Source: an optimization exercise on an open RTL-to-GDS flow (aim: small area and a short achievable clock period). Production flows keep margins and buffers that such runs may drop. Function was not checked in any run shown here: the RTL went through the layout flow alone. Power is estimated from default activity; no workload was simulated.

==> flow/design.v, too long to show whole: its modules and the start of the top module <==
// module Decoder_Unit: 9 lines
// module ALU_MUL: 901 lines
// module ALU_DIV: 648 lines
// module ALU_ADDSUB: 44 lines
// module LOGIC_UNIT: 8 lines
// module CMP_UNIT: 11 lines
// module SHIFT_UNIT: 9 lines
// module ALU_TOP: 62 lines
module ALU_TOP (
input wire signed [15:0] A,
input wire signed [15:0] B,
input wire [3:0] ALU_FUNC,
input wire CLK,
input wire RST,
output reg signed [31:0] Arith_OUT,
output reg [15:0] Logic_OUT,
output reg [1:0] CMP_OUT,
output reg [16:0] SHIFT_OUT,
output reg Arith_Flag, Logic_Flag, CMP_Flag, SHIFT_Flag
	);
  // ...
==> flow/flow/run.sh <==
#!/bin/bash
# The standard layout (standard.sh) with two changes:
#  - every port is buffered by the smallest buffer cell instead of the one buffer_ports
#    picks by default;
#  - repair_timing aims for 45 ns of setup slack (SETUP_SLACK_MARGIN) instead of 0, so the
#    resizer upsizes the critical path; the clock and constraints stay the design's.
# Each tool's output lands in the ORFS logs under orfs/logs/; make's own output goes to
# standard_flow.log in this folder.
set -euo pipefail
bash standard.sh "BUFFER_PORTS_ARGS=-buffer_cell sky130_fd_sc_hd__buf_1" \
  SETUP_SLACK_MARGIN=45 finish > standard_flow.log 2>&1
==> flow/standard.sh <==
#!/bin/bash
# synth_recipe.tcl (not shown) runs the flow's synth.tcl, then flattens the netlist and writes it again
# the make line also repeats each setting of config.mk as NAME=value (left out here)
make -C /OpenROAD-flow-scripts/flow DESIGN_CONFIG=/design/flow/config.mk WORK_HOME=/design/flow/orfs CLKGATE_MAP_FILE= SYNTH_SCRIPT=/design/flow/synth_recipe.tcl "${@:-finish}"
==> flow/config.mk <==
export PLATFORM = sky130hd
export DESIGN_NAME = ALU_TOP
export DESIGN_NICKNAME = ALU_TOP
export VERILOG_FILES = /design/flow/design.v
export SDC_FILE = /design/flow/constraint.sdc
export NUM_CORES = 4
export LEC_CHECK = 0
export ABC_AREA = 1
export CAP_MARGIN = 20
export CORE_MARGIN = 2
export CORE_UTILIZATION = 40
export SLEW_MARGIN = 20
==> flow/constraint.sdc <==
create_clock -name core_clock -period 95.0 [get_ports {CLK}]
set_input_delay 19.0000 -clock core_clock [delete_from_list [all_inputs] [get_ports {CLK}]]
set_output_delay 19.0000 -clock core_clock [all_outputs]
set_load 0.01 [all_outputs]
==> results.env, run 1 <==
FIRST_GLOBAL_VIAS=14700
SYNTHTOPCELLSBYAREA='sky130_fd_sc_hd__fa_1, sky130_fd_sc_hd__dfrtp_1, sky130_fd_sc_hd__ha_1, sky130_fd_sc_hd__xor2_1, sky130_fd_sc_hd__nand2_1'
FRACTION_OF_STANDARD_CELL_AREA_IN_MULTI_INPUT_LOGIC=0.735
LARGEST_REGISTER_BY_FLOP_COUNT='Arith_OUT'
CLK_SHARE=0.0166
FILL_CELLS=3882
DPL_CELL_AREA_UM2=16500
MET1_LENGTH_UM=21600
LAYOUT.AREA.SEQ_UM2=1780
YOSYS_REGISTER_BITS=71
SYNTH_CELL_TYPE_COUNT=55
FINALHOLDVIOLATIONS=0
FINAL.PERIOD_UTILIZATION=0.505
NONCLKBUFAREAFRAC=0.0559
TOTAL_INSERTED_ANTENNA_CELLS=1
CRIT_PATH_MAX_FO=19
AREA_GROWTH_SYN_TO_LAYOUT_PCT=11.4
DIE_AREA_UM2=40500
DRT_WL_TOTAL_UM=53500
SEQ_POWER_uW=36.4
SYNTHTOPCELLSBYCOUNT='sky130_fd_sc_hd__nand2_1, sky130_fd_sc_hd__inv_1, sky130_fd_sc_hd__xor2_1'
WORST-SLEW-PIN-TRANSITION_NS=1.01
DESIGN.SEQ.COUNT=71
POST_DR_WIRELENGTH_CELL_UM=20.5
CTS_RESIZED=20
INITIAL_DRT_MARKERS=1083
RUN_STATUS='finished clean'
==> run 2: changes to the inputs <==
==> flow/flow/run.sh (replaced) <==
#!/bin/bash
# The standard layout (standard.sh) with two changes:
#  - every port is buffered by the smallest buffer cell instead of the one buffer_ports
#    picks by default;
#  - repair_timing aims for 47 ns of setup slack (SETUP_SLACK_MARGIN) instead of 0, so the
#    resizer upsizes the critical path; the clock and constraints stay the design's.
# Each tool's output lands in the ORFS logs under orfs/logs/; make's own output goes to
# standard_flow.log in this folder.
set -euo pipefail
bash standard.sh "BUFFER_PORTS_ARGS=-buffer_cell sky130_fd_sc_hd__buf_1" \
  SETUP_SLACK_MARGIN=47 finish > standard_flow.log 2>&1
==> results.env, run 2 <==
PLACE.DETAILED.HPWL_UM=39300
FLIP_FLOP_COUNT_OF_THE_LARGEST_REGISTER_AFTER_LAYOUT=32
DPL_CELL_AREA_UM2=16500  # unchanged
GRTUSAGEMET3=0.0356
FINISH.INSTANCE_AREA_UM2=18300
DRT_WL_TOTAL_UM=55100  # +2.9%
LAYOUT_COMMONEST_CELL='sky130_fd_sc_hd__nand2_1'
STATIC-LEAKAGE-POWER_uW=0.00887
GRT_ANTENNA_BEFORE_REPAIR=0
MIN_PATH_TYPE='input pin to asynchronous set/reset pin'
CP.REQUIRED_NS=95.24
SETUP_REPAIR_AFTER_GLOBAL_ROUTING_MISSED_ITS_MARGIN='no'
CELLINTERNALPOWER_uW=192
LARGEST_REGS='Arith_OUT x32, SHIFT_OUT x17, Logic_OUT x16'
CTS_HOLD_BUFFERS=0
DIE_AREA_UM2=40500  # unchanged
SYN_NETS=2347
LARGEST_REGISTER_BY_FLOP_COUNT='Arith_OUT'
INITIAL_UTILIZATION=0.404
SYN_INST=2003
MAX_FREQ_GHz=0.0215
FINAL_PERIOD_MINUS_WORST_SETUP_SLACK_NS=46.59
LAYOUT.NETS=2507
TOTAL_INSERTED_ANTENNA_CELLS=0  # -1
ASYNCSETRESETFLOPFRACSYNTH=1.00
VIAS=15100
PORT_BUFFERS=108
DESIGN.PORTCOUNT=109
GRT_FIRST_PASS_WIRELENGTH_UM=83900
SYNTH_CELL_TYPE_COUNT=55  # unchanged
SETUP-VIOLATIONS-FINAL=0
DIE_W_UM=201
CPMOSTUSEDCELL='sky130_fd_sc_hd__nand2_1'
GLOBAL_ROUTE.OVERFLOW_TOTAL=0
MAX_CAP_VIOLATIONS=0
VDD.IR_DROP.WORST_V=0.0000414
WORST_SLEW_MARGIN_REL=0.319
POST_DR_WIRELENGTH_CELL_UM=20.5  # about the same
INITIAL_DRT_MARKERS=1068  # -1.4%
RUN_STATUS='finished clean'
SYNTHTOPCELLSBYAREA='sky130_fd_sc_hd__fa_1, sky130_fd_sc_hd__dfrtp_1, sky130_fd_sc_hd__ha_1, sky130_fd_sc_hd__xor2_1, sky130_fd_sc_hd__nand2_1'
POST-ROUTE-DRC-COUNT=0
FINAL_CELL_MIX='sky130_fd_sc_hd__nand2_1, sky130_fd_sc_hd__inv_1, sky130_fd_sc_hd__xor2_1, sky130_fd_sc_hd__fa_1, sky130_fd_sc_hd__o22ai_1'
WORSTSETUPENDPOINTTYPE='register'
AREA_GROWTH_SYN_TO_LAYOUT_PCT=17.6
YS.WARNINGS.COUNT=1
GRT_START_MAX_NET_PINS=72
POST-SYNTH-TOP-COUNT-CELL='sky130_fd_sc_hd__nand2_1'
CLOCK_BUFFER_DEPTH=2
CTS_MADE_BUFFERS=9
CLOCK-SINKS=71
VIAS_PER_CELL=5.62
CRITICAL-PATH-MAX-STAGE-DELAY_NS=0.42
TOTALNEGATIVESETUPSLACK_NS=0
WORST-SLEW-PIN-TRANSITION_NS=1.02  # +0.0120 ns
GR-USAGE-ALL-LAYERS=0.266
CLOCKPOWERSHARE=0.095
SYNTH_ENABLE_FLOP_CELLS=0
TRITONCTS='done'
USE_MET1=0.336
DETAIL-ROUTE-ANTENNA-NETS=0
TIMING.CRITICAL_PATH.SLOWEST_STAGE_CELL='sky130_fd_sc_hd__fa_2'
POST-SYNTH-TOP-AREA-CELL='sky130_fd_sc_hd__fa_1'
SYNTH_TOP_AREA_FRAC=0.221
CRIT_PATH_START='A[0]'
CORE.ROWCOUNT=72
WORST_SETUP_HOLD_PATH_CLK_SLEW_NS=0.08
YOSYS_REGISTER_BITS=71  # unchanged
FIRST_GLOBAL_VIAS=14900  # +1.1%
FINALHOLDVIOLATIONS=0  # unchanged
POWER_FRAC_COMB=0.812
FINAL.PERIOD_UTILIZATION=0.490  # -0.0141
CRIT_PATH_MAX_FO=10  # -9
CRITICAL_PATH.STARTPOINT_TYPE='input pin'
CTS_ROOT_BUFFER='sky130_fd_sc_hd__clkbuf_16'
SYN-CELL-AREA_UM2=15600
CELLPOWERDENSITY_nW_PER_UM2=21.3
POSTSYNTHAREAPERCELL_UM2=7.78
GRT.BUSIEST_LAYER='met2'
SWITCHINGPOWER_uW=199
SYNTHTOPCELLSBYCOUNT='sky130_fd_sc_hd__nand2_1, sky130_fd_sc_hd__inv_1, sky130_fd_sc_hd__xor2_1'
FIRST_PASS_ITERS=7
SEQ_AREA_FRAC_SYNTH=0.114
ARRIVAL_NS=46.83
GP_CONGESTION=0.925
DRIVE_ABOVE_1_SHARE=0.180
SETUP.WORST_PATH.CLASS='input pin to register'
FINAL_MAX_SLEW_VIOL_COUNT=0
POWER.SWITCHING_FRACTION=0.508
POWER.SEQUENTIAL.FRACTION=0.093
PLACEABLECOREAREA_UM2=38600
POSTSYNTH.TOPFLOPCELL='sky130_fd_sc_hd__dfrtp_1'
GRT_UTIL_MET2=0.450
CLOCK_TREE.HTREE_LEVEL_COUNT=3
FLOORPLAN.DIE.HEIGHT_UM=201
run 2: final cells by class:
class                      count  area (µm²)
clock buffer                   9         225
clock inverter                 6        62.6
fill                        3784       20200
inverter                     235         963
multi-input combinational   1600       13100
sequential                    71        1780
tap                          518         648
timing repair buffer         245        1580
timing repair inverter         1        5.00
run 2: kinds of logic (layout without fill, tap and decap cells):
group,after synthesis,count (layout),share of synthesized area
AND/OR/NAND/NOR,657,663,0.188
flip-flops,71,71,0.114
AO/OA/AOI/OAI,403,403,0.155
buffers and inverters,338,496,0.0858
XOR/XNOR,226,226,0.127
adder cells (fa/ha/maj),306,306,0.329
multiplexers,2,2,0.00129
run 2: critical path, delay by kind of cell:
family,cells,cell delay (ns)
buffers and inverters,15,1.72
xor gates and xnor gates,9,1.77
adders and majority gates,18,6.05
AOI/OAI and AO/OA,56,9.00
and+or+nand+nor,97,9.18
run 2: through the flow:
stage | hold WS, ns | util | power, µW | setup WS, ns | instances
final | 18.81 | 0.475 | 391 | 48.41 | 2685
after global routing | 18.89 | 0.475 | 438 | 46.74 | 2685
after CTS | 18.91 | 0.446 | 382 | 47.01 | 2604
after detailed placement | 19.30 | 0.428 | 335 | 41.36 | 2566
after global placement | 19.28 | 0.428 | 331 | 42.57 | 2566
after floorplan | 18.70 | - | 255 | 47.87 | 2003
run 2: timing repair:
item / in CTS / in global routing
buffers inserted: 19 / 76
gates cloned: 4 / 4
endpoints found under the setup margin: 32 / 32
gates resized for setup: 67 / 128
pin swaps: 11 / 55
run 2: final timing paths:
| path | endpoint | slack [ns] | cells past startpoint |
|---|---|---|---|
| setup / recovery | Arith_OUT[4] | 48.41 | 195 |
| min in group core_clock | CMP_Flag | 18.92 | 2 |
| max in group asynchronous | Logic_OUT[3] | 75.54 | 1 |
| hold / removal | SHIFT_OUT[12] | 18.81 | 1 |
run 2: power by group through the flow:
| stage | Clock, µW | Sequential [µW] | Combinational (µW) |
|---|---|---|---|
| 5_1_grt | 38.3 | 36.7 | 363 |
| 2_1_floorplan | 0 | 38.6 | 216 |
| 3_5_place_dp | 0 | 36.9 | 298 |
| 3_3_place_gp | 0 | 37.0 | 294 |
| 4_1_cts | 37.2 | 36.5 | 308 |
| 6_report | 37.0 | 36.4 | 318 |
run 2: metal layers:
layer,share of wire,vias up
met5,0,-
met4,0.047,0
met3,0.074,152
met2,0.49,712
met1,0.39,7325
li1,-,6893
==> run 3: changes to the inputs <==
==> flow/flow/run.sh (replaced) <==
#!/bin/bash
# The standard layout (standard.sh) with three changes:
#  - synthesis is the standard synthesis with ABC's mapping script replaced by
#    flow/abc.script (flow/synth.tcl); the registers are the standard synthesis's;
#  - every port is buffered by the smallest buffer cell instead of the one buffer_ports
#    picks by default;
#  - repair_timing aims for 44 ns of setup slack (SETUP_SLACK_MARGIN) instead of 0, so the
#    resizer upsizes the critical path; the clock and constraints stay the design's.
# Each tool's output lands in the ORFS logs under orfs/logs/; make's own output goes to
# standard_flow.log in this folder.
set -euo pipefail
bash standard.sh "SYNTH_SCRIPT=$PWD/flow/synth.tcl" \
  "BUFFER_PORTS_ARGS=-buffer_cell sky130_fd_sc_hd__buf_1" \
  SETUP_SLACK_MARGIN=44 finish > standard_flow.log 2>&1
==> flow/flow/abc.script (new file) <==
strash
dch
map -a
topo
stime -c
==> flow/flow/synth.tcl (new file) <==
# The standard synthesis (synth_recipe.tcl in the work folder), with ABC's mapping script
# replaced by flow/abc.script. Only the combinational mapping changes; the registers are the
# standard synthesis's.
set my_flow_dir [file dirname [file normalize [info script]]]
proc abc {args} {
  set i [lsearch -exact $args -script]
  if {$i >= 0} { lset args [expr {$i + 1}] [file join $::my_flow_dir abc.script] }
  yosys abc {*}$args
}
source [file join [file dirname $my_flow_dir] synth_recipe.tcl]
==> results.env, run 3 <==
ARRIVAL_NS=49.78  # +2.95 ns
FLIP_FLOP_COUNT_OF_THE_LARGEST_REGISTER_AFTER_LAYOUT=32  # unchanged
DIE_AREA_UM2=37400  # -7.7%
SEQ_AREA_FRAC_SYNTH=0.124  # +0.00978
SYNTHTOPCELLSBYAREA='sky130_fd_sc_hd__fa_1, sky130_fd_sc_hd__xor2_1, sky130_fd_sc_hd__dfrtp_1, sky130_fd_sc_hd__ha_1, sky130_fd_sc_hd__nand2_1'
SYNTH_ENABLE_FLOP_CELLS=0  # unchanged
GRT_FIRST_PASS_WIRELENGTH_UM=77800  # -7.3%
CP_TOP_FAMILY='compound AO/OA/AOI/OAI gates'
MAX_CAP_VIOLATIONS=0  # unchanged
YS.WARNINGS.COUNT=1  # unchanged
DESIGN.PORTCOUNT=109  # unchanged
FIRST_GLOBAL_VIAS=14000  # -6.1%
CLOCK_TREE.HTREE_LEVEL_COUNT=3  # unchanged
GRT_ANTENNA_BEFORE_REPAIR=0  # unchanged
CTS_HOLD_BUFFERS=0  # unchanged
INITIAL_DRT_MARKERS=1156  # +8.2%
CLOCKPOWERSHARE=0.097  # +0.002
GRT_START_MAX_NET_PINS=64  # -11%
LAYOUT.NETS=2360  # -5.9%
WORST-SLEW-PIN-TRANSITION_NS=1.01  # -0.00729 ns
LAYOUT_COMMONEST_CELL='sky130_fd_sc_hd__nand2_1'
CLOCK-SINKS=71  # unchanged
POSTSYNTH.TOPFLOPCELL='sky130_fd_sc_hd__dfrtp_1'
SYN-CELL-AREA_UM2=14300  # -7.9%
POST-SYNTH-TOP-COUNT-CELL='sky130_fd_sc_hd__nand2_1'
PORT_BUFFERS=108  # unchanged
CORE.ROWCOUNT=69  # -4.2%
CRIT_PATH_MAX_FO=9  # -1
TIMING.HOLD.WS_NS=18.55  # -0.253 ns
VDD.IR_DROP.WORST_V=0.0000322  # -22%
WORST_SETUP_HOLD_PATH_CLK_SLEW_NS=0.09  # about the same
GLOBAL_ROUTE.OVERFLOW_TOTAL=0  # unchanged
VIAS_PER_CELL=5.76  # +2.6%
INITIAL_UTILIZATION=0.404  # about the same
STATIC-LEAKAGE-POWER_uW=0.00775  # -13%
CP.BUFFERS_INVERTERS=26  # +11
CELLPOWERDENSITY_nW_PER_UM2=21.4  # +0.29%
DP_CELLS=2360  # -8.0%
GP_CONGESTION=0.925  # about the same
FINAL_CELL_MIX='sky130_fd_sc_hd__nand2_1, sky130_fd_sc_hd__xor2_1, sky130_fd_sc_hd__clkinv_1, sky130_fd_sc_hd__fa_1, sky130_fd_sc_hd__o22ai_1'
POWER_FRAC_COMB=0.809  # -0.003
DETAIL-ROUTE-ANTENNA-NETS=0  # unchanged
SYN_INST=1751  # -13%
WORST_SLEW_MARGIN_REL=0.320  # +0.000677
FINAL_PERIOD_MINUS_WORST_SETUP_SLACK_NS=49.51  # +2.92 ns
TOTAL_INSERTED_ANTENNA_CELLS=0  # unchanged
AREA_GROWTH_SYN_TO_LAYOUT_PCT=24.2
FINAL.PERIOD_UTILIZATION=0.521  # +0.0307
CP.REQUIRED_NS=95.28  # +0.04 ns
PLACEABLECOREAREA_UM2=35500  # -8.0%
POSTSYNTHAREAPERCELL_UM2=8.19  # +5.4%
GR-USAGE-ALL-LAYERS=0.266  # +0.000319
DRT_WL_TOTAL_UM=51400  # -6.7%
VIAS=14300  # -5.2%
DIE_W_UM=193  # -3.9%
YOSYS_REGISTER_BITS=71  # unchanged
CPMOSTUSEDCELL='sky130_fd_sc_hd__nand2_1'
ASYNCSETRESETFLOPFRACSYNTH=1.00  # unchanged
LARGEST_REGISTER_BY_FLOP_COUNT='Arith_OUT'
TIMING.CRITICAL_PATH.SLOWEST_STAGE_CELL='sky130_fd_sc_hd__a2111oi_4'
CLOCK_BUFFER_DEPTH=2  # unchanged
WORSTSETUPENDPOINTTYPE='register'
RUN_STATUS='finished clean'
FINALHOLDVIOLATIONS=0  # unchanged
CTS_ROOT_BUFFER='sky130_fd_sc_hd__clkbuf_16'
SETUP-VIOLATIONS-FINAL=0  # unchanged
TRITONCTS='done'
FIRST_PASS_ITERS=7  # unchanged
MIN_PATH_TYPE='input pin to asynchronous set/reset pin'
FINAL_MAX_SLEW_VIOL_COUNT=0  # unchanged
FLOORPLAN.DIE.HEIGHT_UM=193  # -3.9%
SYNTH_CELL_TYPE_COUNT=34  # -38%
SETUP_REPAIR_AFTER_GLOBAL_ROUTING_MISSED_ITS_MARGIN='no'
POST_DR_WIRELENGTH_CELL_UM=20.7  # +0.97%
CRITICAL-PATH-MAX-STAGE-DELAY_NS=0.41  # about the same
FINAL-INSTANCE-COUNT-EXCL-FILL=2482  # -7.6%
TOTALNEGATIVESETUPSLACK_NS=0  # unchanged
SYN_NETS=2095  # -11%
SYNTH_TOP_AREA_FRAC=0.240  # +0.0189
MAX_FREQ_GHz=0.0202  # -5.9%
PLACE.DETAILED.HPWL_UM=36500  # -6.9%
DPL_CELL_AREA_UM2=15800  # -4.4%
CELLINTERNALPOWER_uW=189  # -1.6%
CRITICAL_PATH.STARTPOINT_TYPE='input pin'
SWITCHINGPOWER_uW=192  # -3.2%
CTS_MADE_BUFFERS=9  # unchanged
LARGEST_REGS='Arith_OUT x32, SHIFT_OUT x17, Logic_OUT x16'
SYNTHTOPCELLSBYCOUNT='sky130_fd_sc_hd__nand2_1, sky130_fd_sc_hd__clkinv_1, sky130_fd_sc_hd__xor2_1'
POWER.SWITCHING_FRACTION=0.504  # -0.00410
DRIVE_ABOVE_1_SHARE=0.190  # +0.0100
FILL_CELLS=3393  # -10%
POST-SYNTH-TOP-AREA-CELL='sky130_fd_sc_hd__fa_1'
P_TOTAL_uW=382  # -2.5%
POWER.SEQUENTIAL.FRACTION=0.095  # +0.002
FINISH.INSTANCE_AREA_UM2=17800  # -2.7%
POST-ROUTE-DRC-COUNT=0  # unchanged
SETUP.WORST_PATH.CLASS='input pin to register'
run 3: stage by stage:
stage | util | setup slack, ns
after floorplan | - | 44.01
after global placement | 0.445 | 39.56
after detailed placement | 0.445 | 38.36
after CTS | 0.471 | 44.00
after global routing | 0.502 | 43.51
final | 0.502 | 45.49
run 3: how the worst max path moves through the flow:
stage                    endpoint  cells past startpoint  startpoint  slack [ns]
finish              Arith_OUT[16]                    207        A[0]       45.49
global route        Arith_OUT[16]                    204        A[0]       43.51
CTS                 Arith_OUT[30]                    211       B[15]       44.00
detailed placement  Arith_OUT[30]                    197       B[15]       38.36
global placement    Arith_OUT[30]                    196       B[15]       39.56
floorplan           Arith_OUT[29]                    200        A[2]       44.01
run 3: layout make-up:
class,instances,area (µm²),share of cell area
multi-input combinational,1482,12800,0.716
timing repair inverter,1,5.00,0.000281
clock buffer,9,225,0.0126
tap,461,577,0.0324
sequential,71,1780,0.0997
inverter,205,840,0.0471
timing repair buffer,246,1560,0.0876
clock inverter,7,73.8,0.00414
run 3: cells by family (layout without fill, tap and decap cells):
family	after synthesis	count (layout)	share of synthesized area
compound gates	462	462	0.191
xor+xnor	228	228	0.139
fa+ha+maj	306	306	0.357
buf+inv	205	468	0.0536
flops	71	71	0.124
mux	6	6	0.00436
simple gates	473	480	0.131
run 3: routing by layer:
layer,GRT usage,vias to the layer above,wire (µm)
met5,0,-,0
met3,0.0347,160,3330
li1,-,6498,-
met1,0.346,6985,20800
met2,0.440,657,24900
met4,0.126,0,2380
run 3: repair_timing:
action | in CTS | in global routing
setup endpoints to repair | 32 | 32
pin swaps | 24 | 103
cloned | 5 | 5
hold endpoints to repair | 0 | 0
setup buffers | 30 | 66
gates resized for setup | 93 | 154
run 3: power by group through the flow:
stage | clock network [µW] | registers, µW | logic (µW)
after detailed placement | 0 | 36.7 | 278
after global routing | 38.7 | 36.4 | 352
after CTS | 37.5 | 36.2 | 291
after global placement | 0 | 36.7 | 274
final | 36.9 | 36.1 | 309
after floorplan | 0 | 38.5 | 201

[afterwards: timing with drivers on the ports]
Ports are ideal in the flow. The routed layouts listed here were re-timed in OpenROAD. Step 1 (the two cells are an assumption about what drives the block):
set clk [get_ports {CLK}]
set_driving_cell -lib_cell sky130_fd_sc_hd__clkbuf_16 $clk
set_driving_cell -lib_cell sky130_fd_sc_hd__buf_2 [delete_from_list [all_inputs] $clk]
Step 2 adds t to the input delays and takes it off the output delays; t is the mean of the earliest and latest rising clock arrival at the registers after step 1. Input paths then give back, and output paths get back, about the clock's delay inside the block. Slacks: ideal / step 1 / step 2; pairs: ideal / step 1.
run	shift t [ns]	slack for setup (ns)	worst setup path after step 2	slew at the worst register clock pin (ns)	pins driven straight from the clock port
run 1	0.419	47.070 / 47.082 / 46.662	input to register	0.08 / 0.08	1
run 2	0.419	48.410 / 48.440 / 48.021	input to register	0.08 / 0.08	1
run 3	0.426	45.493 / 45.507 / 45.081	input to register	0.09 / 0.09	1
After both steps every run listed still meets setup and hold. The setup slack of run 3, which loses most, moves by +0.014 ns with the drivers and by -0.412 ns with both steps.
